From an optimization exercise on the open Yosys and OpenROAD flow, aimed at small area; shortcuts taken in it are not production practice.
In this exercise RTL edits were held to simulation tests only and were not proved equivalent to the original.
The flow treats the clock pin as an ideal source, which a real chip does not have.
Power and IR drop assume default switching activity.

`flow/flow/run.sh`:
```
#!/bin/bash
export BUFFER_PORTS_ARGS="-buffer_cell sky130_fd_sc_hd__buf_1"
export PRE_CTS_TCL="$PWD/flow/pre_cts.tcl"
export CTS_ARGS="-sink_clustering_enable -repair_clock_nets -buf_list sky130_fd_sc_hd__clkbuf_8 -dont_use_dummy_load"
bash standard.sh > standard.log 2>&1
```
`flow/flow/manual_cts.tcl`:
```
# Clock buffering for a small design: split the flip-flops into K groups by
# location (k-means) and drive each group from one clock buffer placed at its
# centre; the clock port feeds only these K buffers.
proc manual_cts { K bufcell } {
  set block [ord::get_db_block]
  set pts {}
  foreach i [$block getInsts] {
    if {[[$i getMaster] isSequential]} {
      set bb [$i getBBox]
      lappend pts [list $i [expr {([$bb xMin] + [$bb xMax]) / 2.0}] [expr {([$bb yMin] + [$bb yMax]) / 2.0}]]
    }
  }
  set pts [lsort -real -index 1 $pts]
  set n [llength $pts]
  # initial centres: spread along x
  set cs {}
  for {set k 0} {$k < $K} {incr k} {
    set p [lindex $pts [expr {int(($k + 0.5) * $n / $K)}]]
    lappend cs [list [lindex $p 1] [lindex $p 2]]
  }
  for {set it 0} {$it < 50} {incr it} {
    set groups {}
    for {set k 0} {$k < $K} {incr k} { lappend groups {} }
    foreach p $pts {
      set best 0; set bd 1e30
      for {set k 0} {$k < $K} {incr k} {
        set c [lindex $cs $k]
        set d [expr {abs([lindex $p 1] - [lindex $c 0]) + abs([lindex $p 2] - [lindex $c 1])}]
        if {$d < $bd} { set bd $d; set best $k }
      }
      lset groups $best [concat [lindex $groups $best] [list $p]]
    }
    set ncs {}
    for {set k 0} {$k < $K} {incr k} {
      set g [lindex $groups $k]
      if {[llength $g] == 0} { lappend ncs [lindex $cs $k]; continue }
      set sx 0; set sy 0
      foreach p $g { set sx [expr {$sx + [lindex $p 1]}]; set sy [expr {$sy + [lindex $p 2]}] }
      lappend ncs [list [expr {$sx / [llength $g]}] [expr {$sy / [llength $g]}]]
    }
    set cs $ncs
  }
  set dbu [$block getDbUnitsPerMicron]
  for {set k 0} {$k < $K} {incr k} {
    set g [lindex $groups $k]
    if {[llength $g] == 0} continue
    set pins {}
    foreach p $g {
      set inst [lindex $p 0]
      foreach it [$inst getITerms] {
        if {[[$it getMTerm] getName] eq "CLK"} {
          lappend pins [get_pins -of_objects [get_cells [$inst getName]] -filter "name == CLK"]
        }
      }
    }
    set c [lindex $cs $k]
    set x [expr {[lindex $c 0] / $dbu}]; set y [expr {[lindex $c 1] / $dbu}]
    puts "clock group $k: [llength $g] flip-flops, buffer at $x $y"
    insert_buffer -buffer_cell $bufcell -net clk -load_pins $pins -location [list $x $y] -buffer_name clkbuf_leaf_$k
  }
}
```
`flow/flow/pre_cts.tcl`:
```
# Runs inside ORFS's cts.tcl before clock_tree_synthesis: buffer the clock
# with three clock buffers, one per group of nearby flip-flops, so that the
# tree builder finds every clock net already buffered and leaves it as is.
source [file join [file dirname [info script]] manual_cts.tcl]
manual_cts 3 sky130_fd_sc_hd__clkbuf_8
```
`flow/standard.sh`:
```
#!/bin/bash
# synth_recipe.tcl (not shown) runs the flow's synth.tcl, then flattens the netlist and writes it again
# the make line also repeats each setting of config.mk as NAME=value (left out here)
make -C /OpenROAD-flow-scripts/flow DESIGN_CONFIG=/design/flow/config.mk WORK_HOME=/design/flow/orfs CLKGATE_MAP_FILE= SYNTH_SCRIPT=/design/flow/synth_recipe.tcl "${@:-finish}"
```
`flow/config.mk`:
```
export PLATFORM = sky130hd
export DESIGN_NAME = yqc_jisuanqi
export DESIGN_NICKNAME = yqc_jisuanqi
export VERILOG_FILES = /design/flow/design.v
export SDC_FILE = /design/flow/constraint.sdc
export NUM_CORES = 4
export LEC_CHECK = 0
export CAP_MARGIN = 20
export CORE_MARGIN = 2
export CORE_UTILIZATION = 40
export GPL_TIMING_DRIVEN = 0
export SLEW_MARGIN = 20
export SYNTH_HIERARCHICAL = 1
```
`flow/constraint.sdc`:
```
create_clock -name core_clock -period 33.0 [get_ports {clk}]
set_input_delay 6.6000 -clock core_clock [delete_from_list [all_inputs] [get_ports {clk}]]
set_output_delay 6.6000 -clock core_clock [all_outputs]
set_load 0.01 [all_outputs]
```
`flow/design.v`:
```
module dp_fa(input x, input y, input ci, output s, output co);
    assign s  = x ^ y ^ ci;
    assign co = (x & y) | (x & ci) | (y & ci);
endmodule
module dp_maj(input x, input y, input z, output co);
    assign co = (x & y) | (x & z) | (y & z);
endmodule
module dp_nand(input a, input b, output y);
    assign y = ~(a & b);
endmodule
module dp_and(input a, input b, output y);
    assign y = a & b;
endmodule
module dp_or(input a, input b, output y);
    assign y = a | b;
endmodule
module dp_xor(input a, input b, output y);
    assign y = a ^ b;
endmodule
module dp_xnor(input a, input b, output y);
    assign y = ~(a ^ b);
endmodule
module dp_muxi(input s, input d1, input d0, output y);
    assign y = ~(s ? d1 : d0);
endmodule
module dp_a22o(input a1, input a2, input b1, input b2, output y);
    assign y = (a1 & a2) | (b1 & b2);
endmodule
module dp_a21o(input a1, input a2, input b1, output y);
    assign y = (a1 & a2) | b1;
endmodule
module dp_a222oi(input a1, input a2, input b1, input b2, input c1, input c2, output y);
    assign y = ~((a1 & a2) | (b1 & b2) | (c1 & c2));
endmodule
module dp_inv(input a, output y);
    assign y = ~a;
endmodule
module dp_nor(input a, input b, output y);
    assign y = ~(a | b);
endmodule
module dp_nor3(input a, input b, input c, output y);
    assign y = ~(a | b | c);
endmodule
module dp_or3(input a, input b, input c, output y);
    assign y = a | b | c;
endmodule
module dp_and3(input a, input b, input c, output y);
    assign y = a & b & c;
endmodule
module dp_nand3(input a, input b, input c, output y);
    assign y = ~(a & b & c);
endmodule
module dp_nand2b(input an, input b, output y);
    assign y = an | ~b;
endmodule
module dp_o21ai(input a1, input a2, input b1, output y);
    assign y = ~((a1 | a2) & b1);
endmodule
module dp_a21oi(input a1, input a2, input b1, output y);
    assign y = ~((a1 & a2) | b1);
endmodule
module dp_o21a(input a1, input a2, input b1, output y);
    assign y = (a1 | a2) & b1;
endmodule
module dp_mul8(input [7:0] a, input [7:0] b, output [7:0] prod_lo, output [7:0] nprod_hi);
    genvar i, j;
    wire [63:0] npp;                 
    generate
        for (i = 0; i < 8; i = i + 1) begin : g_pi
            for (j = 0; j < 8; j = j + 1) begin : g_pj
                if (i == 0 && j == 0) begin : g_p0
                    dp_and u(.a(a[0]), .b(b[0]), .y(prod_lo[0]));
                end else begin : g_pn
                    dp_nand u(.a(a[j]), .b(b[i]), .y(npp[8*i+j]));
                end
            end
        end
    endgenerate
    wire [71:0] nc;                  
    wire [63:0] ns;                  
    generate
        for (i = 1; i < 8; i = i + 1) begin : g_row
            wire [7:0] nacc;
            if (i == 1) begin : g_a1
                assign nacc = {1'b1, npp[7:1]};
            end else begin : g_an
                assign nacc = {nc[9*(i-1)+8], ns[8*(i-1)+1 +: 7]};
            end
            dp_xor  ux(.a(nacc[0]), .b(npp[8*i]), .y(prod_lo[i]));
            dp_or   uo(.a(nacc[0]), .b(npp[8*i]), .y(nc[9*i+1]));
            for (j = 1; j < 7; j = j + 1) begin : g_col
                if (i == 7) begin : g_last
                    dp_fa u(.x(nacc[j]), .y(npp[8*i+j]), .ci(nc[9*i+j]),
                            .s(nprod_hi[j-1]), .co(nc[9*i+j+1]));
                end else begin : g_mid
                    dp_fa u(.x(nacc[j]), .y(npp[8*i+j]), .ci(nc[9*i+j]),
                            .s(ns[8*i+j]), .co(nc[9*i+j+1]));
                end
            end
            if (i == 1) begin : g_top1
                dp_xnor ux7(.a(npp[8*i+7]), .b(nc[9*i+7]), .y(ns[8*i+7]));
                dp_or   uo7(.a(npp[8*i+7]), .b(nc[9*i+7]), .y(nc[9*i+8]));
            end else if (i == 7) begin : g_top7
                dp_fa u7(.x(nacc[7]), .y(npp[8*i+7]), .ci(nc[9*i+7]),
                         .s(nprod_hi[6]), .co(nprod_hi[7]));
            end else begin : g_top
                dp_fa u7(.x(nacc[7]), .y(npp[8*i+7]), .ci(nc[9*i+7]),
                         .s(ns[8*i+7]), .co(nc[9*i+8]));
            end
        end
    endgenerate
endmodule
module dp_div8(input [7:0] a, input [7:0] b, output [7:0] q);
    genvar r, j;
    wire [7:0] nb;
    generate
        for (j = 0; j < 8; j = j + 1) begin : g_nb
            dp_inv u(.a(b[j]), .y(nb[j]));
        end
    endgenerate
    wire hz6, nz5, hz4, nz3, hz2, nz1, bz, bnz;
    dp_nor  uz6(.a(b[7]), .b(b[6]), .y(hz6));
    dp_nand uz5(.a(hz6),  .b(nb[5]), .y(nz5));
    dp_nor  uz4(.a(nz5),  .b(b[4]), .y(hz4));
    dp_nand uz3(.a(hz4),  .b(nb[3]), .y(nz3));
    dp_nor  uz2(.a(nz3),  .b(b[2]), .y(hz2));
    dp_nand uz1(.a(hz2),  .b(nb[1]), .y(nz1));
    dp_nor  uz0(.a(nz1),  .b(b[0]), .y(bz));
    dp_inv  uzn(.a(bz), .y(bnz));
    wire [63:0] rem;
    wire b_is1, na7;
    dp_nor  u7e(.a(nz1), .b(nb[0]), .y(b_is1));
    dp_and  u7q(.a(a[7]), .b(b_is1), .y(q[7]));
    dp_inv  u7i(.a(a[7]), .y(na7));
    dp_nor  u7r(.a(na7), .b(b_is1), .y(rem[8*7]));
    generate
        for (r = 6; r >= 1; r = r - 1) begin : g_row
            localparam integer W = 8 - r;
            localparam integer POS = (r % 2 == 0);
            wire [W-1:0] t;
            wire [W:0]   c;
            wire [W-1:0] d;
            wire         qb;
            assign t = {rem[8*(r+1) +: W-1], a[r]};
            dp_nand uqb(.a(q[r]), .b(b[0]), .y(qb));
            if (POS) begin : g_p
                dp_or  uc(.a(a[r]), .b(nb[0]), .y(c[1]));
                for (j = 1; j < W; j = j + 1) begin : g_b
                    dp_fa u(.x(t[j]), .y(nb[j]), .ci(c[j]), .s(d[j]), .co(c[j+1]));
                end
                if (W == 2) begin : g_q2
                    dp_and3 uq(.a(hz2), .b(c[W]), .c(bnz), .y(q[r]));
                end else if (W == 4) begin : g_q4
                    dp_and3 uq(.a(hz4), .b(c[W]), .c(bnz), .y(q[r]));
                end else begin : g_q6
                    dp_and3 uq(.a(hz6), .b(c[W]), .c(bnz), .y(q[r]));
                end
                dp_xor ur(.a(a[r]), .b(qb), .y(rem[8*r]));
            end else begin : g_n
                dp_nor uc(.a(a[r]), .b(nb[0]), .y(c[1]));
                for (j = 1; j < W; j = j + 1) begin : g_b
                    dp_fa u(.x(t[j]), .y(b[j]), .ci(c[j]), .s(d[j]), .co(c[j+1]));
                end
                if (W == 3) begin : g_q3
                    dp_nor3 uq(.a(nz3), .b(c[W]), .c(bz), .y(q[r]));
                end else if (W == 5) begin : g_q5
                    dp_nor3 uq(.a(nz5), .b(c[W]), .c(bz), .y(q[r]));
                end else begin : g_q7
                    dp_nor3 uq(.a(b[7]), .b(c[W]), .c(bz), .y(q[r]));
                end
                dp_xnor ur(.a(a[r]), .b(qb), .y(rem[8*r]));
            end
            for (j = 1; j < W; j = j + 1) begin : g_m
                dp_muxi um(.s(q[r]), .d1(d[j]), .d0(t[j]), .y(rem[8*r+j]));
            end
        end
    endgenerate
    wire [8:0] c0;
    wire [7:0] t0 = {rem[8*1 +: 7], a[0]};
    dp_or u0c(.a(a[0]), .b(nb[0]), .y(c0[1]));
    generate
        for (j = 1; j < 8; j = j + 1) begin : g_r0
            dp_maj u(.x(t0[j]), .y(nb[j]), .z(c0[j]), .co(c0[j+1]));
        end
    endgenerate
    dp_and u0q(.a(c0[8]), .b(bnz), .y(q[0]));
endmodule
module dp_addsub8(input [7:0] a, input [7:0] b, input sub, output [7:0] s, output co);
    genvar j;
    wire [7:0] y;
    wire [7:0] c;
    generate
        for (j = 0; j < 8; j = j + 1) begin : g_b
            dp_xor ux(.a(b[j]), .b(sub), .y(y[j]));
            if (j == 0) begin : g_0
                dp_fa u(.x(a[j]), .y(y[j]), .ci(sub), .s(s[j]), .co(c[j]));
            end else if (j == 7) begin : g_7
                dp_fa u(.x(a[j]), .y(y[j]), .ci(c[j-1]), .s(s[j]), .co(co));
            end else begin : g_n
                dp_fa u(.x(a[j]), .y(y[j]), .ci(c[j-1]), .s(s[j]), .co(c[j]));
            end
        end
    endgenerate
endmodule
module operation_control(
    input clk,
    input rst,
    input [3:0] key,
    input [7:0] data_in,
    output reg [1:0] operation,
    output add_next,             
    output nclear,
    output [7:0] as_sum,
    output as_co,
    output [7:0] prod_lo,
    output [7:0] nprod_hi,
    output [7:0] quo
);
    reg [7:0] num1;
    reg [7:0] num2;
    wire z21, nk0, nk3, hold1, ld1, nld2, ld2, hold2, xn21, ldop, clear, holdop;
    dp_nor   uk0(.a(key[2]), .b(key[1]), .y(z21));
    dp_inv   uk1(.a(key[0]), .y(nk0));
    dp_inv   uk2(.a(key[3]), .y(nk3));
    dp_nand  uk3(.a(z21), .b(nk0), .y(hold1));               
    dp_nor   uk4(.a(key[3]), .b(hold1), .y(ld1));
    dp_nand3 uk5(.a(z21), .b(key[3]), .c(nk0), .y(nclear));
    dp_inv   uk6(.a(nclear), .y(clear));
    dp_nand3 uk7(.a(z21), .b(nk3), .c(key[0]), .y(nld2));
    dp_inv   uk8(.a(nld2), .y(ld2));
    dp_and   uk9(.a(nld2), .b(nclear), .y(hold2));           
    dp_xnor  uka(.a(key[2]), .b(key[1]), .y(xn21));
    dp_nor   ukb(.a(key[3]), .b(xn21), .y(ldop));
    dp_nor   ukc(.a(ldop), .b(clear), .y(holdop));
    wire [7:0] num1_d, num2_d;
    wire [1:0] op_d;
    genvar j;
    generate
        for (j = 0; j < 8; j = j + 1) begin : g_d
            dp_a22o u1(.a1(ld1), .a2(data_in[j]), .b1(hold1), .b2(num1[j]), .y(num1_d[j]));
            dp_a22o u2(.a1(ld2), .a2(data_in[j]), .b1(hold2), .b2(num2[j]), .y(num2_d[j]));
        end
    endgenerate
    dp_a22o uo1(.a1(ldop), .a2(key[2]), .b1(holdop), .b2(operation[1]), .y(op_d[1]));
    dp_a22o uo0(.a1(ldop), .a2(key[0]), .b1(holdop), .b2(operation[0]), .y(op_d[0]));
    dp_nor  uoa(.a(op_d[1]), .b(op_d[0]), .y(add_next));
    always @(posedge clk or posedge rst) begin
        if (rst) begin
            num1 <= 0;
            num2 <= 0;
            operation <= 0;
        end else begin
            num1 <= num1_d;
            num2 <= num2_d;
            operation <= op_d;
        end
    end
    dp_addsub8 u_as(.a(num1), .b(num2), .sub(operation[0]), .s(as_sum), .co(as_co));
    dp_mul8    u_mul(.a(num1), .b(num2), .prod_lo(prod_lo), .nprod_hi(nprod_hi));
    dp_div8    u_div(.a(num1), .b(num2), .q(quo));
endmodule
module nib_class(input [3:0] m, output [2:0] y);
    wire p2, x1, n3, x0, y10, y11, x01;
    dp_muxi   u2m(.s(m[1]), .d1(m[2]), .d0(m[3]), .y(p2));
    dp_nand2b u2 (.an(p2), .b(m[0]), .y(y[2]));
    dp_o21ai  u1a(.a1(m[1]), .a2(m[0]), .b1(m[3]), .y(x1));
    dp_inv    u1i(.a(m[3]), .y(n3));
    dp_o21ai  u1b(.a1(m[0]), .a2(n3), .b1(m[1]), .y(x0));
    dp_muxi   u1m(.s(m[2]), .d1(x0), .d0(x1), .y(y[1]));
    dp_xnor   u0a(.a(m[1]), .b(m[0]), .y(y10));
    dp_nand2b u0b(.an(y10), .b(m[3]), .y(y11));
    dp_xnor   u0c(.a(m[3]), .b(m[1]), .y(x01));
    dp_muxi   u0m(.s(m[2]), .d1(x01), .d0(y11), .y(y[0]));
endmodule
module display_control(
    input clk,
    input rst,
    input [1:0] operation,
    input add_next,
    input nclear,
    input [7:0] as_sum,
    input as_co,
    input [7:0] prod_lo,
    input [7:0] nprod_hi,
    input [7:0] quo,
    output reg [7:0] data_out,
    output seg3,                 
    output reg seg2,             
    output [1:0] seg10,          
    output [3:0] dig
);
    reg [7:0] dmask;
    reg       ovh;
    reg [2:0] ncode;
    reg [2:0] dcode;
    reg [1:0] scode;             
    reg [1:0] scan_count;
    wire o1 = operation[1], o0 = operation[0];
    wire sc1 = scan_count[1], sc0 = scan_count[0];
    wire no1, no0, is_add, nsel_mul, sel_mul, sel_div, nis_sub;
    dp_inv  ud1(.a(o1), .y(no1));
    dp_inv  ud0(.a(o0), .y(no0));
    dp_nor  ud2(.a(o1), .b(o0), .y(is_add));
    dp_nand ud3(.a(o1), .b(no0), .y(nsel_mul));
    dp_inv  ud4(.a(nsel_mul), .y(sel_mul));
    dp_and  ud5(.a(o1), .b(o0), .y(sel_div));
    dp_nand ud6(.a(no1), .b(o0), .y(nis_sub));
    wire ov_t, novf_next, borrow, pm15, nhi15_next, ovh_next;
    dp_a21o  uo1(.a1(sel_div), .a2(nclear), .b1(is_add), .y(ov_t));
    dp_nand  uo2(.a(ovh), .b(ov_t), .y(novf_next));
    dp_nor   uh1(.a(nis_sub), .b(as_co), .y(borrow));
    dp_nor   uh2(.a(nsel_mul), .b(nprod_hi[7]), .y(pm15));
    dp_nor   uh3(.a(borrow), .b(pm15), .y(nhi15_next));
    dp_muxi  uh4(.s(add_next), .d1(nhi15_next), .d0(novf_next), .y(ovh_next));
    wire [7:0] nres_lo, dmask_d;
    genvar j;
    generate
        for (j = 0; j < 8; j = j + 1) begin : g_lo
            dp_a222oi u(.a1(no1), .a2(as_sum[j]), .b1(sel_mul), .b2(prod_lo[j]),
                        .c1(sel_div), .c2(quo[j]), .y(nres_lo[j]));
            dp_nand   um(.a(novf_next), .b(nres_lo[j]), .y(dmask_d[j]));
        end
    endgenerate
    wire nsc0, sc1_next, pick_b74, pick_b118, carry8, bc8;
    dp_inv  us0(.a(sc0), .y(nsc0));
    dp_xor  us1(.a(sc1), .b(sc0), .y(sc1_next));      
    dp_nor  up1(.a(sc1), .b(sc0), .y(pick_b74));
    dp_nor  up2(.a(sc1), .b(nsc0), .y(pick_b118));
    dp_and3 up3(.a(is_add), .b(as_co), .c(pick_b118), .y(carry8));
    dp_or   up4(.a(borrow), .b(carry8), .y(bc8));
    wire [3:0] lo_nib, p_nib, hi_nib, nnib;
    generate
        for (j = 0; j < 4; j = j + 1) begin : g_nib
            dp_muxi ul(.s(pick_b74), .d1(nres_lo[4+j]), .d0(nres_lo[j]), .y(lo_nib[j]));
            dp_muxi up(.s(pick_b118), .d1(nprod_hi[j]), .d0(nprod_hi[4+j]), .y(p_nib[j]));
            if (j == 0) begin : g_h0
                dp_a21o uh(.a1(sel_mul), .a2(p_nib[j]), .b1(bc8), .y(hi_nib[j]));
            end else begin : g_hn
                dp_a21o uh(.a1(sel_mul), .a2(p_nib[j]), .b1(borrow), .y(hi_nib[j]));
            end
            dp_muxi un(.s(sc1_next), .d1(hi_nib[j]), .d0(lo_nib[j]), .y(nnib[j]));
        end
    endgenerate
    wire [2:0] ncode_d;
    nib_class u_class(.m(nnib), .y(ncode_d));
    always @(posedge clk or posedge rst) begin
        if (rst) begin
            data_out <= 0;
            dmask <= 0;
            ovh <= 0;
            ncode <= 3'b010;         
            dcode <= 3'b010;
            scode <= 2'b00;          
            seg2 <= 1'b0;
            scan_count <= 0;
        end else begin
            dmask <= dmask_d;
            ovh <= ovh_next;
            data_out <= dmask;
            ncode <= ncode_d;
            dcode <= ncode;
            scode <= dcode[1:0];
            seg2 <= dcode[2];
            scan_count <= {sc1_next, nsc0};
        end
    end
    wire nx2, s1a, s0a, started;
    dp_inv   ug2(.a(seg2), .y(nx2));
    dp_nor   ug3(.a(nx2), .b(scode[0]), .y(seg3));
    dp_nor   ug1a(.a(seg2), .b(scode[0]), .y(s1a));
    dp_nor   ug1(.a(scode[1]), .b(s1a), .y(seg10[1]));
    dp_xnor  ug0a(.a(scode[1]), .b(seg2), .y(s0a));
    dp_nor   ug0(.a(scode[0]), .b(s0a), .y(seg10[0]));
    dp_or3   ust(.a(seg2), .b(scode[1]), .c(scode[0]), .y(started));
    wire nsc1;
    dp_inv   ui1(.a(sc1), .y(nsc1));
    dp_o21a  ug7(.a1(sc1),  .a2(nsc0), .b1(started), .y(dig[3]));
    dp_o21a  ug6(.a1(nsc1), .a2(sc0),  .b1(started), .y(dig[2]));
    dp_o21a  ug5(.a1(nsc1), .a2(nsc0), .b1(started), .y(dig[1]));
    dp_o21a  ug4(.a1(sc1),  .a2(sc0),  .b1(started), .y(dig[0]));
endmodule
module yqc_jisuanqi(
    input clk,
    input rst,
    input [3:0] key,
    input [7:0] data_in,
    output wire [7:0] data_out,
    output wire [3:0] seg,
    output wire [3:0] dig
);
    wire [1:0]  operation;
    wire        add_next;
    wire        nclear;
    wire [7:0]  as_sum;
    wire        as_co;
    wire [7:0] prod_lo;
    wire [7:0] nprod_hi;
    wire [7:0]  quo;
    operation_control u_operation_control(
     .clk(clk),
     .rst(rst),
     .key(key),
     .data_in(data_in),
     .operation(operation),
     .add_next(add_next),
     .nclear(nclear),
     .as_sum(as_sum),
     .as_co(as_co),
     .prod_lo(prod_lo),
     .nprod_hi(nprod_hi),
     .quo(quo)
    );
    display_control u_display_control(
     .clk(clk),
     .rst(rst),
     .operation(operation),
     .add_next(add_next),
     .nclear(nclear),
     .as_sum(as_sum),
     .as_co(as_co),
     .prod_lo(prod_lo),
     .nprod_hi(nprod_hi),
     .quo(quo),
     .data_out(data_out),
     .seg3(seg[3]),
     .seg2(seg[2]),
     .seg10(seg[1:0]),
     .dig(dig)
    );
endmodule
```
==> impl_metrics.env, run 1 <==
export IMPL_fin_nets=517
export IMPL_multiInputGateArea_um2=3140
export IMPL_r2r_start="u_operation_control.num2[3]"
export IMPL_criticalPathCategory="flop to flop"
export IMPL_powerDensity_nw_per_um2=64.6
export IMPL_worstSetupEndpointType="flop"
export IMPL_drtIter0Drc=153
export IMPL_drive_gt1_share_pct=3.77
export IMPL_antenna_found_initial=0
export IMPL_synth_cell_types=22
export IMPL_slowest_stage="dfrtp_1"
export IMPL_start_kind="flop"
export IMPL_r2r_slack_ps=15130
export IMPL_place_congestion=0.835
export IMPL_hold_class="flop to flop"
export IMPL_cts_setup_buffers=0
export IMPL_required_ps=33070
export IMPL_crit_fanout=13
export IMPL_ys_warn_count=8
export IMPL_slew_violations=0
export IMPL_yosys_top_cells_count="nand2_1 (84), fa_1 (77), dfrtp_1 (44), mux2i_1 (37), nor2_1 (24)"
export IMPL_rsz0062_at_grt="no"
export IMPL_timing_hold_ws_ps=351
export IMPL_n_antenna_cell=0
export IMPL_syn_inst=392
export IMPL_wl_per_cell_um=15.6
export IMPL_reg2reg_depth=59
export IMPL_yosysMostFrequentCell="nand2_1"
export IMPL_area_growth_pct=7.42
export IMPL_rows=38
export IMPL_finalCriticalPeriod_ps=17870
export IMPL_synthesis_nets=483
export IMPL_clock_skew_ps=29.9
export IMPL_avgViaCountPerCell=5.18
export IMPL_instances_no_fill=564
export IMPL_min_from="u_display_control.ncode[2]"
export IMPL_hold_depth=0
export IMPL_setup_tns_final_ps=0
export IMPL_finalHoldViolCount=0
export IMPL_die_h_um=109
export IMPL_slew_headroom_pct=42.4
export IMPL_synth_seq_cells=46
export IMPL_ir_worst_vdd_mv=0.0374
export IMPL_ys_top_cells_by_area="fa_1 (35%), dfrtp_1 (25%), mux2i_1 (8.4%)"
export IMPL_fillers=1074
export IMPL_period_share_pct=54.1
export IMPL_syn_avg_cell_area_um2=11.2
export IMPL_max_stage_delay_ps=760
export IMPL_post_dp_hpwl_um=7010
export IMPL_drc=0
export IMPL_synthArstFlopShare_pct=100
export IMPL_start_util_pct=40.8
export IMPL_cp_arrival_ps=17930
export IMPL_dieArea_um2=11800
export IMPL_overflow=0
export IMPL_whs_endpoint="u_display_control.dcode[2]"
export IMPL_outcome="timing/DRC/antenna clean"
export IMPL_io_pins=30
export IMPL_syn_area_um2=4380
export IMPL_core_um2=10700
export IMPL_timing_rr_end="u_display_control.ncode[0]"
export IMPL_ant_nets=0
export IMPL_synth_edf_count=0
export IMPL_fmax_mhz=56.0
export IMPL_grt_start_max_net_pins=29
export IMPL_num_vias=2921
export IMPL_synth_top_cell_by_area="fa_1"
export IMPL_synth_ff_type="dfrtp_1"
export IMPL_routed_wl_um=8810
export IMPL_worstMarginPinSlew_ps=859
export IMPL_ctsHoldBuffers=0
export IMPL_clk_pin_slew_ps=110
export IMPL_setup_viol=0
export IMPL_globalRouteTotalUtil_pct=15.9
export IMPL_clock_latency_ps=170
export IMPL_ctsResizeCount=0
export IMPL_grt_pass1_wl_um=15100
export IMPL_leakagePower_uw=0.00173
export IMPL_firstDrtPassIters=4
export IMPL_maxCapViolCount=0
export IMPL_cpMostUsedCell="fa_1"
export IMPL_grt_pass1_vias=3078
export IMPL_io_buffers=29
export IMPL_dp_cells=561
export IMPL_ys_seq_area_share_pct=26.3
export IMPL_seqCellArea_um2=1150
export IMPL_die_w_um=109
export IMPL_synth_top_area_share_pct=35.2
## where the power goes
group | switching, uW | internal [uW] | total [uW]
Combinational | 102 | 86.3 | 188
Clock | 13.4 | 8.40 | 21.8
Sequential | 19.3 | 75.0 | 94.3
## metrics by stage
stage | area [um2] | power (uW) | utilization [%] | setup WS (ps)
after global routing | 4710 | 335 | 43.8 | 14080
after detailed placement | 4670 | 286 | 43.4 | 15250
after floorplan | 4380 | 239 | - | 17010
after CTS | 4710 | 303 | 43.8 | 15170
final | 4710 | 304 | 43.8 | 15130
after global placement | 4670 | 279 | 43.4 | 15320
## worst max path at each step
stage	start	end	slack [ps]	cells past startpoint
6_report	u_operation_control.num2[3]	u_display_control.ncode[0]	15130	59
5_1_grt	u_operation_control.num2[5]	u_display_control.ncode[0]	14080	61
4_1_cts	u_operation_control.num2[3]	u_display_control.ncode[0]	15170	59
3_5_place_dp	u_operation_control.num2[3]	u_display_control.ncode[0]	15250	59
3_3_place_gp	u_operation_control.num2[5]	u_display_control.ncode[0]	15320	61
2_1_floorplan	u_operation_control.num2[6]	u_display_control.ncode[0]	17010	61
## Yosys stat by module, one instance, submodules excluded, excerpt
| module | area [um2] | copies in the design | cells inside | flops+latches |
|---|---|---|---|---|
| display_control | 707 | 1 | 29 | 28 |
| dp_fa | 20.0 | 77 | 1 | 0 |
| dp_a222oi | 10.0 | 8 | 1 | 0 |
| dp_muxi | 10.0 | 37 | 1 | 0 |
| dp_a22o | 8.76 | 18 | 1 | 0 |
| dp_xnor | 8.76 | 8 | 1 | 0 |
| dp_o21a | 7.51 | 4 | 1 | 0 |
| dp_a21o | 7.51 | 5 | 1 | 0 |
| dp_or3 | 6.26 | 1 | 1 | 0 |
| dp_and3 | 6.26 | 4 | 1 | 0 |
| dp_or | 6.26 | 13 | 1 | 0 |
| dp_nand3 | 5.00 | 2 | 1 | 0 |
| dp_o21ai | 5.00 | 2 | 1 | 0 |
| dp_inv | 3.75 | 21 | 1 | 0 |
| dp_nor | 3.75 | 24 | 1 | 0 |
## cell families (layout without fill, tap and decap cells)
| group | count (synthesis) | after routing | share of synthesized area (%) |
|---|---|---|---|
| multiplexers | 37 | 37 | 8.45 |
| adder cells (fa/ha/maj) | 84 | 84 | 37.0 |
| XOR/XNOR | 27 | 27 | 5.39 |
| AND/OR/NAND/NOR | 138 | 138 | 13.7 |
| buffers and inverters | 23 | 55 | 1.97 |
| AO/OA/AOI/OAI | 37 | 37 | 7.19 |
| flip-flops | 46 | 46 | 26.3 |
## state kept, by name, indices dropped and copies added, names as in the netlist
| name | count |
|---|---|
| u_display_control.data_out | 8 |
| u_display_control.scan_count | 2 |
| u_operation_control.operation | 2 |
| u_display_control.dmask | 8 |
| u_display_control.seg2 | 1 |
| u_display_control.ovh | 1 |
| u_operation_control.num2 | 8 |
| u_display_control.ncode | 3 |
| u_display_control.dcode | 3 |
| u_display_control.scode | 2 |
| u_operation_control.num1 | 8 |
## layout by cell type (no fill, tap or decap), types with 2 or more instances in the layout
| cell | netlist | routed |
|---|---|---|
| xor2_1 | 19 | 19 |
| nand2b_1 | 2 | 2 |
| nor2_1 | 24 | 24 |
| o21a_1 | 4 | 4 |
| mux2i_1 | 37 | 37 |
| clkbuf_8 | 0 | 3 |
| dfrtp_1 | 44 | 44 |
| a21o_1 | 5 | 5 |
| nand2_1 | 84 | 84 |
| xnor2_1 | 8 | 8 |
| or2_1 | 13 | 13 |
| nand3_1 | 2 | 2 |
| fa_1 | 77 | 77 |
| a22o_1 | 18 | 18 |
| buf_1 | 0 | 29 |
| nor3_2 | 3 | 3 |
| a222oi_1 | 8 | 8 |
| dfstp_2 | 2 | 2 |
| and3_1 | 4 | 4 |
| o21ai_1 | 2 | 2 |
| inv_1 | 23 | 22 |
| and2_1 | 5 | 5 |
| maj3_2 | 7 | 7 |
## final cells by class, clock buffers not listed
| cell class | count | share of cell area, % |
|---|---|---|
| multi-input combinational | 323 | 66.8 |
| tap | 140 | 3.72 |
| sequential | 46 | 24.5 |
| inverter | 23 | 1.83 |
| timing repair buffer | 29 | 2.31 |
## layer usage
layer | global-route usage [%] | up-vias | wire length, um
li1 | - | 1364 | -
met1 | 23.1 | 1494 | 4170
met2 | 27.9 | 59 | 4270
met3 | 0.717 | 4 | 337
met4 | 1.19 | 0 | 34
met5 | 0 | - | 0
## critical path: cells and delay by family, from the launching register on
| kind | cells | cell delay, ps |
|---|---|---|
| xor+xnor | 7 | 1100 |
| buf+inv | 1 | 280 |
| simple gates | 19 | 4030 |
| fa+ha+maj | 28 | 10540 |
| mux | 3 | 650 |
| flops | 1 | 760 |
| compound gates | 1 | 350 |
==> run 2, diff against run 1 <==
--- a/flow/design.v
+++ b/flow/design.v
@@ -28,2 +28,5 @@
 endmodule
+module dp_a31o(input a1, input a2, input a3, input b1, output y);
+    assign y = (a1 & a2 & a3) | b1;
+endmodule
 module dp_a21o(input a1, input a2, input b1, output y);
@@ -112,3 +115,3 @@
 endmodule
-module dp_div8(input [7:0] a, input [7:0] b, output [7:0] q);
+module dp_div8(input [7:0] a, input [7:0] b, output [7:0] q, output bnz);
     genvar r, j;
@@ -120,3 +123,3 @@
     endgenerate
-    wire hz6, nz5, hz4, nz3, hz2, nz1, bz, bnz;
+    wire hz6, nz5, hz4, nz3, hz2, nz1, bz;
     dp_nor  uz6(.a(b[7]), .b(b[6]), .y(hz6));
@@ -151,7 +154,7 @@
                 if (W == 2) begin : g_q2
-                    dp_and3 uq(.a(hz2), .b(c[W]), .c(bnz), .y(q[r]));
+                    dp_and uq(.a(hz2), .b(c[W]), .y(q[r]));
                 end else if (W == 4) begin : g_q4
-                    dp_and3 uq(.a(hz4), .b(c[W]), .c(bnz), .y(q[r]));
+                    dp_and uq(.a(hz4), .b(c[W]), .y(q[r]));
                 end else begin : g_q6
-                    dp_and3 uq(.a(hz6), .b(c[W]), .c(bnz), .y(q[r]));
+                    dp_and uq(.a(hz6), .b(c[W]), .y(q[r]));
                 end
@@ -164,7 +167,7 @@
                 if (W == 3) begin : g_q3
-                    dp_nor3 uq(.a(nz3), .b(c[W]), .c(bz), .y(q[r]));
+                    dp_nor uq(.a(nz3), .b(c[W]), .y(q[r]));
                 end else if (W == 5) begin : g_q5
-                    dp_nor3 uq(.a(nz5), .b(c[W]), .c(bz), .y(q[r]));
+                    dp_nor uq(.a(nz5), .b(c[W]), .y(q[r]));
                 end else begin : g_q7
-                    dp_nor3 uq(.a(b[7]), .b(c[W]), .c(bz), .y(q[r]));
+                    dp_nor uq(.a(b[7]), .b(c[W]), .y(q[r]));
                 end
@@ -182,6 +185,9 @@
         for (j = 1; j < 8; j = j + 1) begin : g_r0
-            dp_maj u(.x(t0[j]), .y(nb[j]), .z(c0[j]), .co(c0[j+1]));
+            if (j == 7) begin : g_last
+                dp_maj u(.x(t0[j]), .y(nb[j]), .z(c0[j]), .co(q[0]));
+            end else begin : g_mid
+                dp_maj u(.x(t0[j]), .y(nb[j]), .z(c0[j]), .co(c0[j+1]));
+            end
         end
     endgenerate
-    dp_and u0q(.a(c0[8]), .b(bnz), .y(q[0]));
 endmodule
@@ -216,3 +222,4 @@
     output [7:0] nprod_hi,
-    output [7:0] quo
+    output [7:0] quo,
+    output div_ok                
 );
@@ -259,3 +266,3 @@
     dp_mul8    u_mul(.a(num1), .b(num2), .prod_lo(prod_lo), .nprod_hi(nprod_hi));
-    dp_div8    u_div(.a(num1), .b(num2), .q(quo));
+    dp_div8    u_div(.a(num1), .b(num2), .q(quo), .bnz(div_ok));
 endmodule
@@ -284,3 +291,4 @@
     input [7:0] nprod_hi,
-    input [7:0] quo,
+    input [7:0] quo,             
+    input div_ok,
     output reg [7:0] data_out,
@@ -305,6 +313,6 @@
     dp_inv  ud4(.a(nsel_mul), .y(sel_mul));
-    dp_and  ud5(.a(o1), .b(o0), .y(sel_div));
+    dp_and3 ud5(.a(o1), .b(o0), .c(div_ok), .y(sel_div));      
     dp_nand ud6(.a(no1), .b(o0), .y(nis_sub));
     wire ov_t, novf_next, borrow, pm15, nhi15_next, ovh_next;
-    dp_a21o  uo1(.a1(sel_div), .a2(nclear), .b1(is_add), .y(ov_t));
+    dp_a31o  uo1(.a1(o1), .a2(o0), .a3(nclear), .b1(is_add), .y(ov_t));
     dp_nand  uo2(.a(ovh), .b(ov_t), .y(novf_next));
@@ -398,2 +406,3 @@
     wire [7:0]  quo;
+    wire        div_ok;
     operation_control u_operation_control(
@@ -410,3 +419,4 @@
      .nprod_hi(nprod_hi),
-     .quo(quo)
+     .quo(quo),
+     .div_ok(div_ok)
     );
@@ -423,2 +433,3 @@
      .quo(quo),
+     .div_ok(div_ok),
      .data_out(data_out),
==> run 2 against run 1 <==
Effect of this change:
- final cell count down 0.18%
- final area down 0.50%
- sequential power about the same
- sequential share of layout area up 0.12 points
- area after synthesis down 0.54%
==> impl_metrics.env, run 2 <==
export IMPL_seqCellArea_um2=1150
export IMPL_power_uw=308
export IMPL_start_kind="flop"
export IMPL_finalCriticalPeriod_ps=17450
export IMPL_slew_headroom_pct=38.7
export IMPL_antenna_found_initial=0
export IMPL_rows=38
export IMPL_synth_ff_type="dfrtp_1"
export IMPL_clk_pin_slew_ps=100
export IMPL_final_common_cell="nand2_1"
export IMPL_core_um2=10700
export IMPL_syn_inst=391
export IMPL_drc=0
export IMPL_io_buffers=29
export IMPL_worstMarginPinSlew_ps=913
export IMPL_crit_fanout=12
export IMPL_power_share_clock_pct=6.9
export IMPL_synth_top_cell_by_area="fa_1"
export IMPL_hold_class="flop to flop"
export IMPL_worstSetupEndpointType="flop"
export IMPL_overflow=0
export IMPL_layout_common_cells="nand2_1 (84), fa_1 (77), dfrtp_1 (44)"
export IMPL_multiInputGateArea_um2=3120
export IMPL_synthArstFlopShare_pct=100
export IMPL_cts_setup_buffers=0
export IMPL_max_stage_delay_ps=610
export IMPL_ys_seq_area_share_pct=26.5
export IMPL_synth_top_area_share_pct=35.4
export IMPL_ys_warn_count=8
export IMPL_powerDensity_nw_per_um2=65.7
export IMPL_synthesis_nets=482
export IMPL_p_int_uw=172
export IMPL_num_vias=2909
export IMPL_synth_edf_count=0
export IMPL_syn_area_um2=4360
export IMPL_routed_wl_um=8860
export IMPL_outcome="timing/DRC/antenna clean"
export IMPL_worst_slack_ps=15550
export IMPL_ctsHoldBuffers=0
export IMPL_n_antenna_cell=0
export IMPL_clock_skew_ps=13.8
export IMPL_slowest_stage="nor2_1"
export IMPL_die_w_um=108
export IMPL_period_share_pct=52.9
export IMPL_firstDrtPassIters=5
export IMPL_rsz0062_at_grt="no"
export IMPL_place_congestion=0.838
export IMPL_drive_gt1_share_pct=2.84
export IMPL_ys_top_cells_by_area="fa_1 (35%), dfrtp_1 (25%), mux2i_1 (8.5%)"
export IMPL_clock_latency_ps=150
export IMPL_grt_pass1_wl_um=15400
export IMPL_io_pins=30
export IMPL_p_sw_uw=136
export IMPL_setup_tns_final_ps=0
export IMPL_post_dp_hpwl_um=7090
export IMPL_required_ps=33070
export IMPL_setup_viol=0
export IMPL_maxCapViolCount=0
export IMPL_start_util_pct=40.6
export IMPL_die_h_um=108
export IMPL_cp_arrival_ps=17520
export IMPL_grt_start_max_net_pins=29
export IMPL_ir_worst_vdd_mv=0.0313
export IMPL_synth_seq_cells=46
export IMPL_grt_pass1_vias=3236
export IMPL_syn_avg_cell_area_um2=11.2
export IMPL_cpMostUsedCell="fa_1"
export IMPL_seq_power_share_pct=30.7
export IMPL_ctsResizeCount=0
export IMPL_comb_power_share_pct=62.4
export IMPL_dieArea_um2=11800
export IMPL_fillers=1071
export IMPL_leakagePower_uw=0.00173
export IMPL_yosys_top_cells_count="nand2_1 (84), fa_1 (77), dfrtp_1 (44), mux2i_1 (37), nor2_1 (27)"
export IMPL_ant_nets=0
export IMPL_yosysMostFrequentCell="nand2_1"
export IMPL_slew_violations=0
export IMPL_fin_nets=516
export IMPL_swShare_pct=44.3
export IMPL_fmax_mhz=57.3
export IMPL_wl_per_cell_um=15.7
export IMPL_criticalPathCategory="flop to flop"
export IMPL_place_ws_ps=15510
export IMPL_finalHoldViolCount=0
export IMPL_avgViaCountPerCell=5.17
export IMPL_area_growth_pct=7.46
export IMPL_drtIter0Drc=137
export IMPL_synth_cell_types=22
export IMPL_globalRouteTotalUtil_pct=16.2
==> run 2: changes by cell type after synthesis <==
cell    before  now
nor2_1      24   27
a21o_1       5    4
nor3_2       3    0
and3_1       4    2
a31o_1       0    1
and2_1       5    6
==> run 2: critical path, delay by kind of cell (launching register included) <==
family / cells / cell delay (ps)
AOI/OAI and AO/OA: 1 / 380
xor gates and xnor gates: 7 / 1020
adders and majority gates: 28 / 10640
buffers and inverters: 1 / 220
DFF: 1 / 580
muxes: 3 / 610
and+or+nand+nor: 20 / 3920
==> run 2: per-module statistics from Yosys, one instance, submodules excluded, a selection <==
module / copies in the design / cells / flops+latches
dp_xnor: 8 / 1 / 0
dp_nand3: 2 / 1 / 0
dp_a21o: 4 / 1 / 0
dp_a222oi: 8 / 1 / 0
dp_muxi: 37 / 1 / 0
dp_maj: 7 / 1 / 0
operation_control: 1 / 19 / 18
dp_a22o: 18 / 1 / 0
dp_or3: 1 / 1 / 0
dp_a31o: 1 / 1 / 0
dp_o21ai: 2 / 1 / 0
dp_fa: 77 / 1 / 0
==> run 2: power by group through the flow <==
stage	clock network, uW	registers (uW)	logic (uW)
2_1_floorplan	0	92.1	152
3_3_place_gp	0	95.4	188
3_5_place_dp	0	96.4	195
4_1_cts	16.7	96.5	196
5_1_grt	24.2	97.7	223
6_report	21.2	94.5	192
==> run 2: area by class of cell, clock buffers not listed <==
class,count,area share [%]
multi-input cells,322,66.6
flip-flops and latches,46,24.6
well taps,140,3.74
repair buffers,29,2.32
inverters,23,1.84
==> run 2: layer usage <==
metal	track usage [%]	vias up	share of wire, %
li1	-	1355	-
met1	23.1	1501	48
met2	28.2	43	48
met3	1.21	10	2.6
met4	1.65	0	1.4
met5	0	-	0
==> run 2: logic make-up (layout without fill, tap and decap cells) <==
kind of cell | after synthesis | count (layout) | synth area share [%]
simple gates | 137 | 137 | 13.2
fa+ha+maj | 84 | 84 | 37.2
flops | 46 | 46 | 26.5
compound gates | 37 | 37 | 7.26
mux | 37 | 37 | 8.49
xor+xnor | 27 | 27 | 5.42
buf+inv | 23 | 55 | 1.98
==> run 2: final timing paths <==
| path | start | end | slack (ps) | cells after the start |
|---|---|---|---|---|
| max | u_operation_control.num2[5] | u_display_control.ncode[0] | 15550 | 60 |
| min | u_display_control.dmask[2] | u_display_control.data_out[2] | 350 | 0 |
| max reg2reg | u_operation_control.num2[5] | u_display_control.ncode[0] | 15550 | 60 |
| min reg2reg | u_display_control.dmask[2] | u_display_control.data_out[2] | 350 | 0 |
| max in group asynchronous | rst | u_operation_control.operation[0] | 26030 | 2 |
| min in group asynchronous | rst | u_display_control.dmask[4] | 6530 | 2 |
==> run 2: per-stage QoR <==
step	hold slack [ps]	cells	instance area [um2]	utilization [%]
after floorplan	331	391	4360	-
after global placement	334	560	4640	43.2
after detailed placement	335	560	4640	43.2
after CTS	335	563	4690	43.6
after global routing	364	563	4690	43.6
final	355	563	4690	43.6
==> run 3, diff against run 2 <==
--- a/flow/design.v
+++ b/flow/design.v
@@ -28,2 +28,5 @@
 endmodule
+module dp_o22ai(input a1, input a2, input b1, input b2, output y);
+    assign y = ~((a1 | a2) & (b1 | b2));
+endmodule
 module dp_a31o(input a1, input a2, input a3, input b1, output y);
@@ -269,13 +272,11 @@
 module nib_class(input [3:0] m, output [2:0] y);
-    wire p2, x1, n3, x0, y10, y11, x01;
-    dp_muxi   u2m(.s(m[1]), .d1(m[2]), .d0(m[3]), .y(p2));
-    dp_nand2b u2 (.an(p2), .b(m[0]), .y(y[2]));
-    dp_o21ai  u1a(.a1(m[1]), .a2(m[0]), .b1(m[3]), .y(x1));
-    dp_inv    u1i(.a(m[3]), .y(n3));
-    dp_o21ai  u1b(.a1(m[0]), .a2(n3), .b1(m[1]), .y(x0));
-    dp_muxi   u1m(.s(m[2]), .d1(x0), .d0(x1), .y(y[1]));
-    dp_xnor   u0a(.a(m[1]), .b(m[0]), .y(y10));
-    dp_nand2b u0b(.an(y10), .b(m[3]), .y(y11));
-    dp_xnor   u0c(.a(m[3]), .b(m[1]), .y(x01));
-    dp_muxi   u0m(.s(m[2]), .d1(x01), .d0(y11), .y(y[0]));
+    wire t01, t23, t21, mx, t012;
+    dp_nor    u0(.a(m[0]), .b(m[1]), .y(t01));
+    dp_nand2b u1(.an(m[2]), .b(m[3]), .y(t23));
+    dp_nand   u2(.a(m[2]), .b(m[1]), .y(t21));
+    dp_o22ai  u3(.a1(t01), .a2(t23), .b1(t21), .b2(m[3]), .y(y[0]));
+    dp_muxi   u4(.s(m[1]), .d1(m[2]), .d0(m[3]), .y(mx));
+    dp_nand2b u5(.an(mx), .b(m[0]), .y(y[2]));
+    dp_a21o   u6(.a1(m[0]), .a2(m[1]), .b1(m[2]), .y(t012));
+    dp_and3   u7(.a(m[3]), .b(t21), .c(t012), .y(y[1]));
 endmodule
@@ -358,5 +359,5 @@
             ovh <= 0;
-            ncode <= 3'b010;         
-            dcode <= 3'b010;
-            scode <= 2'b00;          
+            ncode <= 3'b000;         
+            dcode <= 3'b000;
+            scode <= 2'b11;          
             seg2 <= 1'b0;
@@ -374,16 +375,16 @@
     end
-    wire nx2, s1a, s0a, started;
-    dp_inv   ug2(.a(seg2), .y(nx2));
-    dp_nor   ug3(.a(nx2), .b(scode[0]), .y(seg3));
-    dp_nor   ug1a(.a(seg2), .b(scode[0]), .y(s1a));
-    dp_nor   ug1(.a(scode[1]), .b(s1a), .y(seg10[1]));
-    dp_xnor  ug0a(.a(scode[1]), .b(seg2), .y(s0a));
-    dp_nor   ug0(.a(scode[0]), .b(s0a), .y(seg10[0]));
-    dp_or3   ust(.a(seg2), .b(scode[1]), .c(scode[0]), .y(started));
+    wire nx2, x01, x21, started;
+    dp_inv   ug0(.a(seg2), .y(nx2));
+    dp_nor   ug1(.a(scode[0]), .b(scode[1]), .y(seg10[0]));
+    dp_xor   ug2(.a(scode[0]), .b(scode[1]), .y(x01));
+    dp_nor   ug3(.a(nx2), .b(x01), .y(seg3));
+    dp_nand3 ug4(.a(nx2), .b(scode[0]), .c(scode[1]), .y(started));
+    dp_nor   ug5(.a(seg2), .b(scode[1]), .y(x21));
+    dp_nor   ug6(.a(scode[0]), .b(x21), .y(seg10[1]));
     wire nsc1;
     dp_inv   ui1(.a(sc1), .y(nsc1));
-    dp_o21a  ug7(.a1(sc1),  .a2(nsc0), .b1(started), .y(dig[3]));
-    dp_o21a  ug6(.a1(nsc1), .a2(sc0),  .b1(started), .y(dig[2]));
-    dp_o21a  ug5(.a1(nsc1), .a2(nsc0), .b1(started), .y(dig[1]));
-    dp_o21a  ug4(.a1(sc1),  .a2(sc0),  .b1(started), .y(dig[0]));
+    dp_o21a  uq7(.a1(sc1),  .a2(nsc0), .b1(started), .y(dig[3]));
+    dp_o21a  uq6(.a1(nsc1), .a2(sc0),  .b1(started), .y(dig[2]));
+    dp_o21a  uq5(.a1(nsc1), .a2(nsc0), .b1(started), .y(dig[1]));
+    dp_o21a  uq4(.a1(sc1),  .a2(sc0),  .b1(started), .y(dig[0]));
 endmodule
==> run 3 against run 2 <==
Effect of this change:
- setup slack improved by 200 ps
- still clean on timing, DRC and antenna
- largest power group unchanged
- clock power hardly changed
- utilization about the same
==> impl_metrics.env, run 3 <==
export IMPL_n_antenna_cell=0
export IMPL_cp_arrival_ps=17320
export IMPL_ys_top_cells_by_area="fa_1 (36%), dfrtp_1 (25%), mux2i_1 (8.1%)"
export IMPL_synth_xor_area_share_pct=5.05
export IMPL_antenna_found_initial=0
export IMPL_grt_start_max_net_pins=29
export IMPL_io_buffers=29
export IMPL_ant_nets=0
export IMPL_slew_headroom_pct=38.3
export IMPL_synth_edf_count=0
export IMPL_ctsResizeCount=0
export IMPL_yosysMostFrequentCell="nand2_1"
export IMPL_design_area_um2=4660
export IMPL_synth_cell_types=21
export IMPL_worstSetupEndpointType="flop"
export IMPL_avgViaCountPerCell=5.15
export IMPL_finalCriticalPeriod_ps=17260
export IMPL_final_common_cell="nand2_1"
export IMPL_cts_setup_buffers=0
export IMPL_dieArea_um2=11700
export IMPL_synth_ff_type="dfrtp_1"
export IMPL_p_int_uw=169
export IMPL_setup_viol=0
export IMPL_place_congestion=0.830
export IMPL_synth_seq_cells=46
export IMPL_dp_cells=558
export IMPL_worst_slack_ps=15740
export IMPL_leakagePower_uw=0.00172
export IMPL_area_growth_pct=7.50
export IMPL_ir_worst_vdd_mv=0.0315
export IMPL_synth_compound_area_share_pct=7.39
export IMPL_layout_common_cells="nand2_1 (85), fa_1 (77), dfrtp_1 (44)"
export IMPL_drtIter0Drc=133
export IMPL_clock_latency_ps=160
export IMPL_seqCellArea_um2=1150
export IMPL_p_sw_uw=134
export IMPL_slew_violations=0
export IMPL_powerDensity_nw_per_um2=65.1
export IMPL_drc=0
export IMPL_seq_power_share_pct=30.6
export IMPL_place_ws_ps=15780
export IMPL_synth_top_family_by_area="adder cells"
export IMPL_crit_family="adder cells"
export IMPL_ys_seq_area_share_pct=26.6
export IMPL_drive_gt1_share_pct=2.85
export IMPL_synthesis_nets=480
export IMPL_synth_top_area_share_pct=35.6
export IMPL_instances_no_fill=561
export IMPL_ys_warn_count=8
export IMPL_clock_skew_ps=38.4
export IMPL_grt_pass1_vias=3074
export IMPL_comb_power_share_pct=62.5
export IMPL_hold_class="flop to flop"
export IMPL_yosys_area_share_simple_pct=13.6
export IMPL_fin_nets=514
export IMPL_power_share_clock_pct=6.9
export IMPL_crit_fanout=13
export IMPL_synthArstFlopShare_pct=100
export IMPL_criticalPathCategory="flop to flop"
export IMPL_routed_wl_um=8590
export IMPL_finalCoreUtilization_pct=43.6
export IMPL_max_stage_delay_ps=650
export IMPL_synth_mux_area_share_pct=8.08
export IMPL_globalRouteTotalUtil_pct=15.5
export IMPL_r2r_start="u_operation_control.num2[6]"
export IMPL_finalHoldViolCount=0
export IMPL_yosys_top_cells_count="nand2_1 (85), fa_1 (77), dfrtp_1 (44), mux2i_1 (35), nor2_1 (28)"
export IMPL_period_share_pct=52.3
export IMPL_overflow=0
export IMPL_core_um2=10700
export IMPL_swShare_pct=44.3
export IMPL_setup_tns_final_ps=0
export IMPL_wl_per_cell_um=15.3
export IMPL_synth_top_cell_by_area="fa_1"
export IMPL_start_util_pct=40.5
export IMPL_maxCapViolCount=0
export IMPL_multiInputGateArea_um2=3100
export IMPL_critPathLaunch="u_operation_control.num2[6]"
export IMPL_rows=38
export IMPL_io_pins=30
export IMPL_crit_buf_inv=0
export IMPL_slowest_stage="nor2_1"
export IMPL_syn_area_um2=4340
export IMPL_ctsHoldBuffers=0
export IMPL_cpMostUsedCell="fa_1"
export IMPL_start_kind="flop"
export IMPL_die_w_um=108
export IMPL_clk_pin_slew_ps=110
export IMPL_min_from="u_display_control.ncode[1]"
export IMPL_firstDrtPassIters=4
export IMPL_required_ps=33060
export IMPL_fmax_mhz=57.9
export IMPL_worstMarginPinSlew_ps=920
export IMPL_syn_inst=389
export IMPL_syn_avg_cell_area_um2=11.1
export IMPL_synth_fa_ha_area_share_pct=37.4
export IMPL_num_vias=2891
export IMPL_die_h_um=108
export IMPL_rsz0062_at_grt="no"
export IMPL_place_area_um2=4620
export IMPL_outcome="timing/DRC/antenna clean"
export IMPL_fillers=1074
export IMPL_grt_pass1_wl_um=14500
export IMPL_post_dp_hpwl_um=7040
==> run 3: modules after synthesis (local to each module, per instance), a selection <==
module           flip-flops and latches  times used  cells  cell area (um2)
dp_nand2b                             0           2      1             6.26
dp_o21a                               0           4      1             7.51
dp_xnor                               0           5      1             8.76
display_control                      28           1     29              707
dp_or                                 0          13      1             6.26
dp_nand3                              0           3      1             5.00
dp_maj                                0           7      1             11.3
dp_nand                               0          85      1             3.75
dp_o22ai                              0           1      1             6.26
dp_a21o                               0           5      1             7.51
dp_a31o                               0           1      1             8.76
dp_a222oi                             0           8      1             10.0
==> run 3: path summary, 6_finish.rpt <==
kind	to	slack (ps)	depth (start not counted)
worst max-delay path	u_display_control.ncode[1]	15740	59
worst min-delay path	u_display_control.dcode[1]	300	0
worst max register to register	u_display_control.ncode[1]	15740	59
worst min register to register	u_display_control.dcode[1]	300	0
max in group asynchronous	u_operation_control.operation[0]	26000	2
min in group asynchronous	u_display_control.dcode[1]	6520	2
==> run 3: cell families after synthesis <==
logic type / after synthesis
flops: 46
mux: 35
compound gates: 37
buf+inv: 22
fa+ha+maj: 84
xor+xnor: 25
simple gates: 140
==> run 3: area by class of cell, clock buffers not listed <==
class	instances	area share [%]
multi-input cells	321	66.5
flip-flops and latches	46	24.8
well taps	140	3.76
repair buffers	29	2.34
inverters	22	1.77
==> run 3: per-layer routing <==
layer  up-vias  track usage (%)  share of wire (%)
met5         -                0                  0
met4         0             1.83               0.47
met3         4            0.784                3.2
met2        46             27.4                 50
met1      1495             22.0                 46
li1       1346                -                  -
==> run 3: metrics by stage <==
| stage | hold WS, ps | total power, uW |
|---|---|---|
| global route | 298 | 339 |
| global placement | 332 | 277 |
| finish | 302 | 303 |
| detailed placement | 335 | 286 |
| CTS | 335 | 304 |
| floorplan | 331 | 239 |
==> run 3: worst register-to-register path, delay by kind of cell, from the launching register on <==
family,cells,cell delay [ps]
adders and majority gates,28,10660
and+or+nand+nor,21,4160
xor gates and xnor gates,6,900
DFF,1,580
AOI/OAI and AO/OA,2,530
muxes,2,370
==> run 3: power groups by stage <==
| stage | combinational (uW) | clock [uW] | sequential (uW) |
|---|---|---|---|
| final | 189 | 21.0 | 92.8 |
| after global routing | 218 | 24.5 | 96.2 |
| after CTS | 192 | 16.7 | 94.8 |
| after detailed placement | 192 | 0 | 94.7 |
| after global placement | 183 | 0 | 94.1 |
| after floorplan | 148 | 0 | 91.1 |
==> run 4, diff against run 3 <==
--- a/flow/design.v
+++ b/flow/design.v
@@ -230,16 +230,14 @@
     reg [7:0] num2;
-    wire z21, nk0, nk3, hold1, ld1, nld2, ld2, hold2, xn21, ldop, clear, holdop;
-    dp_nor   uk0(.a(key[2]), .b(key[1]), .y(z21));
-    dp_inv   uk1(.a(key[0]), .y(nk0));
-    dp_inv   uk2(.a(key[3]), .y(nk3));
-    dp_nand  uk3(.a(z21), .b(nk0), .y(hold1));               
-    dp_nor   uk4(.a(key[3]), .b(hold1), .y(ld1));
-    dp_nand3 uk5(.a(z21), .b(key[3]), .c(nk0), .y(nclear));
-    dp_inv   uk6(.a(nclear), .y(clear));
-    dp_nand3 uk7(.a(z21), .b(nk3), .c(key[0]), .y(nld2));
-    dp_inv   uk8(.a(nld2), .y(ld2));
-    dp_and   uk9(.a(nld2), .b(nclear), .y(hold2));           
-    dp_xnor  uka(.a(key[2]), .b(key[1]), .y(xn21));
-    dp_nor   ukb(.a(key[3]), .b(xn21), .y(ldop));
-    dp_nor   ukc(.a(ldop), .b(clear), .y(holdop));
+    wire nk3, z21, hold1, ld1, ld2, hold2, t13, ldop, clear, holdop;
+    dp_inv   uk0(.a(key[3]), .y(nk3));
+    dp_nor   uk1(.a(key[1]), .b(key[2]), .y(z21));
+    dp_or3   uk2(.a(key[0]), .b(key[1]), .c(key[2]), .y(hold1));    
+    dp_nor   uk3(.a(nk3), .b(hold1), .y(clear));
+    dp_inv   uk4(.a(clear), .y(nclear));
+    dp_nor   uk5(.a(key[3]), .b(hold1), .y(ld1));
+    dp_and3  uk6(.a(key[0]), .b(nk3), .c(z21), .y(ld2));
+    dp_nor   uk7(.a(clear), .b(ld2), .y(hold2));                      
+    dp_a21o  uk8(.a1(key[1]), .a2(key[2]), .b1(key[3]), .y(t13));
+    dp_nor   uk9(.a(z21), .b(t13), .y(ldop));
+    dp_nor   uka(.a(clear), .b(ldop), .y(holdop));
     wire [7:0] num1_d, num2_d;
==> run 4 against run 3 <==
Effect of this change:
- sequential share of layout area down 0.073 points
- area after synthesis down 0.20%
- combinational power about the same
- total power is 0.66% lower
- critical path depth is the same
- register-to-register slack lost 170 ps
- first-iteration DRC count increased by 5.3%
- die area shrank 0.20%
- final cell count decreased by 0.89%
- final area rose by 0.30%
- utilization increased by 1.3 points
- largest power group unchanged
==> impl_metrics.env, run 4 <==
export IMPL_hold_depth=0
export IMPL_die_w_um=108
export IMPL_cpMostUsedCell="fa_1"
export IMPL_routed_wl_um=9000
export IMPL_die_h_um=108
export IMPL_place_area_um2=4610
export IMPL_design_area_um2=4670
export IMPL_drc=0
export IMPL_crit_fanout=12
export IMPL_clock_latency_ps=160
export IMPL_met2_length_um=4570
export IMPL_wl_per_cell_um=16.2
export IMPL_powerDensity_nw_per_um2=64.4
export IMPL_layout_common_cells="nand2_1 (84), fa_1 (77), dfrtp_1 (44)"
export IMPL_power_share_clock_pct=7.0
export IMPL_ant_nets=0
export IMPL_clk_pin_slew_ps=110
export IMPL_power_uw=301
export IMPL_globalRouteTotalUtil_pct=16.7
export IMPL_p_int_uw=168
export IMPL_synth_top_area_share_pct=35.6
export IMPL_max_stage_delay_ps=630
export IMPL_synth_mux_area_share_pct=8.10
export IMPL_swShare_pct=44.3
export IMPL_synth_fa_ha_area_share_pct=37.4
export IMPL_ctsResizeCount=0
export IMPL_min_from="u_display_control.ncode[0]"
export IMPL_drive_gt1_share_pct=3.10
export IMPL_criticalPathCategory="flop to flop"
export IMPL_num_vias=2971
export IMPL_core_um2=10400
export IMPL_place_congestion=0.825
export IMPL_reg2reg_depth=59
export IMPL_wl_met3_um=314
export IMPL_finalHoldViolCount=0
export IMPL_synth_top_cell_by_area="fa_1"
export IMPL_rsz0062_at_grt="no"
export IMPL_grt_pass1_vias=3246
export IMPL_r2r_start="u_operation_control.num2[5]"
export IMPL_period_share_pct=52.8
export IMPL_ys_top_cells_by_area="fa_1 (36%), dfrtp_1 (25%), mux2i_1 (8.1%)"
export IMPL_antenna_found_initial=0
export IMPL_ys_seq_area_share_pct=26.7
export IMPL_ir_worst_vdd_mv=0.0323
export IMPL_synth_ff_type="dfrtp_1"
export IMPL_worstSetupEndpointType="flop"
export IMPL_n_antenna_cell=0
export IMPL_slew_headroom_pct=46.9
export IMPL_slew_violations=0
export IMPL_start_kind="flop"
export IMPL_io_pins=30
export IMPL_worst_slack_ps=15570
export IMPL_leakagePower_uw=0.00172
export IMPL_cp_arrival_ps=17500
export IMPL_drtIter0Drc=140
export IMPL_yosys_area_share_simple_pct=13.6
export IMPL_place_ws_ps=15690
export IMPL_hold_class="flop to flop"
export IMPL_slowest_stage="nor2_1"
export IMPL_setup_tns_final_ps=0
export IMPL_finalCoreUtilization_pct=44.9
export IMPL_area_growth_pct=8.04
export IMPL_overflow=0
export IMPL_comb_power_share_pct=62.2
export IMPL_grt_start_max_net_pins=29
export IMPL_post_dp_hpwl_um=7230
export IMPL_yosysMostFrequentCell="nand2_1"
export IMPL_finalCriticalPeriod_ps=17430
export IMPL_rows=37
export IMPL_met1_length_um=3970
export IMPL_grt_pass1_wl_um=15400
export IMPL_r2r_slack_ps=15570
export IMPL_synth_xor_area_share_pct=4.86
export IMPL_outcome="timing/DRC/antenna clean"
export IMPL_ctsHoldBuffers=0
export IMPL_setup_viol=0
export IMPL_routed_top_layer="met4"
export IMPL_synthesis_nets=478
export IMPL_fillers=1008
export IMPL_maxCapViolCount=0
export IMPL_synthArstFlopShare_pct=100
export IMPL_syn_area_um2=4330
export IMPL_synth_cell_types=22
export IMPL_synth_top_family_by_area="adder cells"
export IMPL_whs_endpoint="u_display_control.dcode[0]"
export IMPL_synth_compound_area_share_pct=7.58
export IMPL_firstDrtPassIters=5
export IMPL_seq_power_share_pct=30.8
export IMPL_clock_skew_ps=35.6
export IMPL_start_util_pct=41.5
export IMPL_cts_setup_buffers=0
export IMPL_syn_inst=387
export IMPL_p_sw_uw=133
export IMPL_synth_edf_count=0
export IMPL_io_buffers=29
export IMPL_syn_avg_cell_area_um2=11.2
export IMPL_dieArea_um2=11700
export IMPL_worstMarginPinSlew_ps=794
export IMPL_synth_seq_cells=46
export IMPL_timing_rr_end="u_display_control.ncode[1]"
export IMPL_ys_warn_count=8
export IMPL_final_common_cell="nand2_1"
export IMPL_required_ps=33070
export IMPL_yosys_top_cells_count="nand2_1 (84), fa_1 (77), dfrtp_1 (44), mux2i_1 (35), nor2_1 (30)"
export IMPL_fin_nets=513
export IMPL_avgViaCountPerCell=5.34
export IMPL_fmax_mhz=57.4
run 4: how the worst max path moves through the flow:
stage,start,endpoint,slack (ps)
2_1_floorplan,u_operation_control.num2[6],u_display_control.ncode[1],17560
3_3_place_gp,u_operation_control.num2[5],u_display_control.ncode[1],15980
3_5_place_dp,u_operation_control.num2[5],u_display_control.ncode[1],15690
4_1_cts,u_operation_control.num2[5],u_display_control.ncode[1],15620
5_1_grt,u_operation_control.num2[6],u_display_control.ncode[1],14600
6_report,u_operation_control.num2[5],u_display_control.ncode[1],15570
run 4: routing by layer:
layer  vias to the layer above  GRT usage (%)
met3                        12           1.21
met4                         0           3.02
met2                        63           30.0
li1                       1354              -
met1                      1542           22.4
met5                         -              0
run 4: stage by stage:
stage          std cells  hold WS, ps
2_1_floorplan        387          331
3_3_place_gp         552          334
3_5_place_dp         552          335
4_1_cts              555          335
5_1_grt              556          319
6_report             556          311
run 4: area by class of cell, clock buffers not listed:
cell class	instances	area, um2	area share, %
well taps	136	170	3.64
repair buffers	30	136	2.92
multi-input cells	321	3100	66.3
flip-flops and latches	46	1150	24.7
inverters	20	75.1	1.61
run 4: cell families (layout without fill, tap and decap cells):
| group | count (synthesis) | in the layout |
|---|---|---|
| AO/OA/AOI/OAI | 38 | 38 |
| multiplexers | 35 | 35 |
| AND/OR/NAND/NOR | 140 | 140 |
| flip-flops | 46 | 46 |
| XOR/XNOR | 24 | 24 |
| adder cells (fa/ha/maj) | 84 | 84 |
| buffers and inverters | 20 | 53 |
run 4: worst max-delay path, delay by kind of cell, from the launching register on:
family | cells | cell delay, ps
buf+inv | 1 | 220
simple gates | 20 | 3950
compound gates | 2 | 510
xor+xnor | 6 | 890
fa+ha+maj | 28 | 10760
mux | 2 | 400
flops | 1 | 580
run 4: power by group through the flow:
| stage | Sequential (uW) | Combinational, uW | Clock [uW] |
|---|---|---|---|
| final | 92.6 | 188 | 21.1 |
| after CTS | 94.7 | 190 | 16.7 |
| after global placement | 93.6 | 179 | 0 |
| after floorplan | 90.3 | 145 | 0 |
| after detailed placement | 94.7 | 190 | 0 |
| after global routing | 96.0 | 219 | 24.5 |
run 4: Yosys stat by module, one instance, submodules excluded, a selection:
module | times used | flip-flops and latches
dp_a21o | 6 | 0
dp_a222oi | 8 | 0
dp_a31o | 1 | 0
dp_inv | 18 | 0
dp_maj | 7 | 0
dp_nand3 | 1 | 0
dp_nor | 30 | 0
dp_o22ai | 1 | 0
dp_xnor | 4 | 0
dp_xor | 20 | 0

separate check: timing with driven ports:
Ports are ideal in the flow. The routed layouts listed here were re-timed in OpenROAD. Step 1 (the two cells are an assumption about what drives the block):
set clk [get_ports {clk}]
set_driving_cell -lib_cell sky130_fd_sc_hd__clkbuf_16 $clk
set_driving_cell -lib_cell sky130_fd_sc_hd__buf_2 [delete_from_list [all_inputs] $clk]
Step 2 times the ports against the registers' clock, not the clock port: input delays grow and output delays shrink by t, the midpoint of the rising clock arrivals with the driver on. Slacks: ideal / step 1 / step 2; pairs: ideal / step 1.
run	t (ns)	setup WS [ns]	worst setup path after step 2	worst data-port slew with drivers (ns)	pins driven straight from the clock port
run 1	0.202	15.134 / 15.134 / 15.134	register to register	0.04	3
run 2	0.198	15.545 / 15.545 / 15.545	register to register	0.03	3
run 3	0.197	15.742 / 15.742 / 15.742	register to register	0.03	3
run 4	0.197	15.568 / 15.568 / 15.568	register to register	0.03	3
After both steps setup and hold are still met in every run listed.
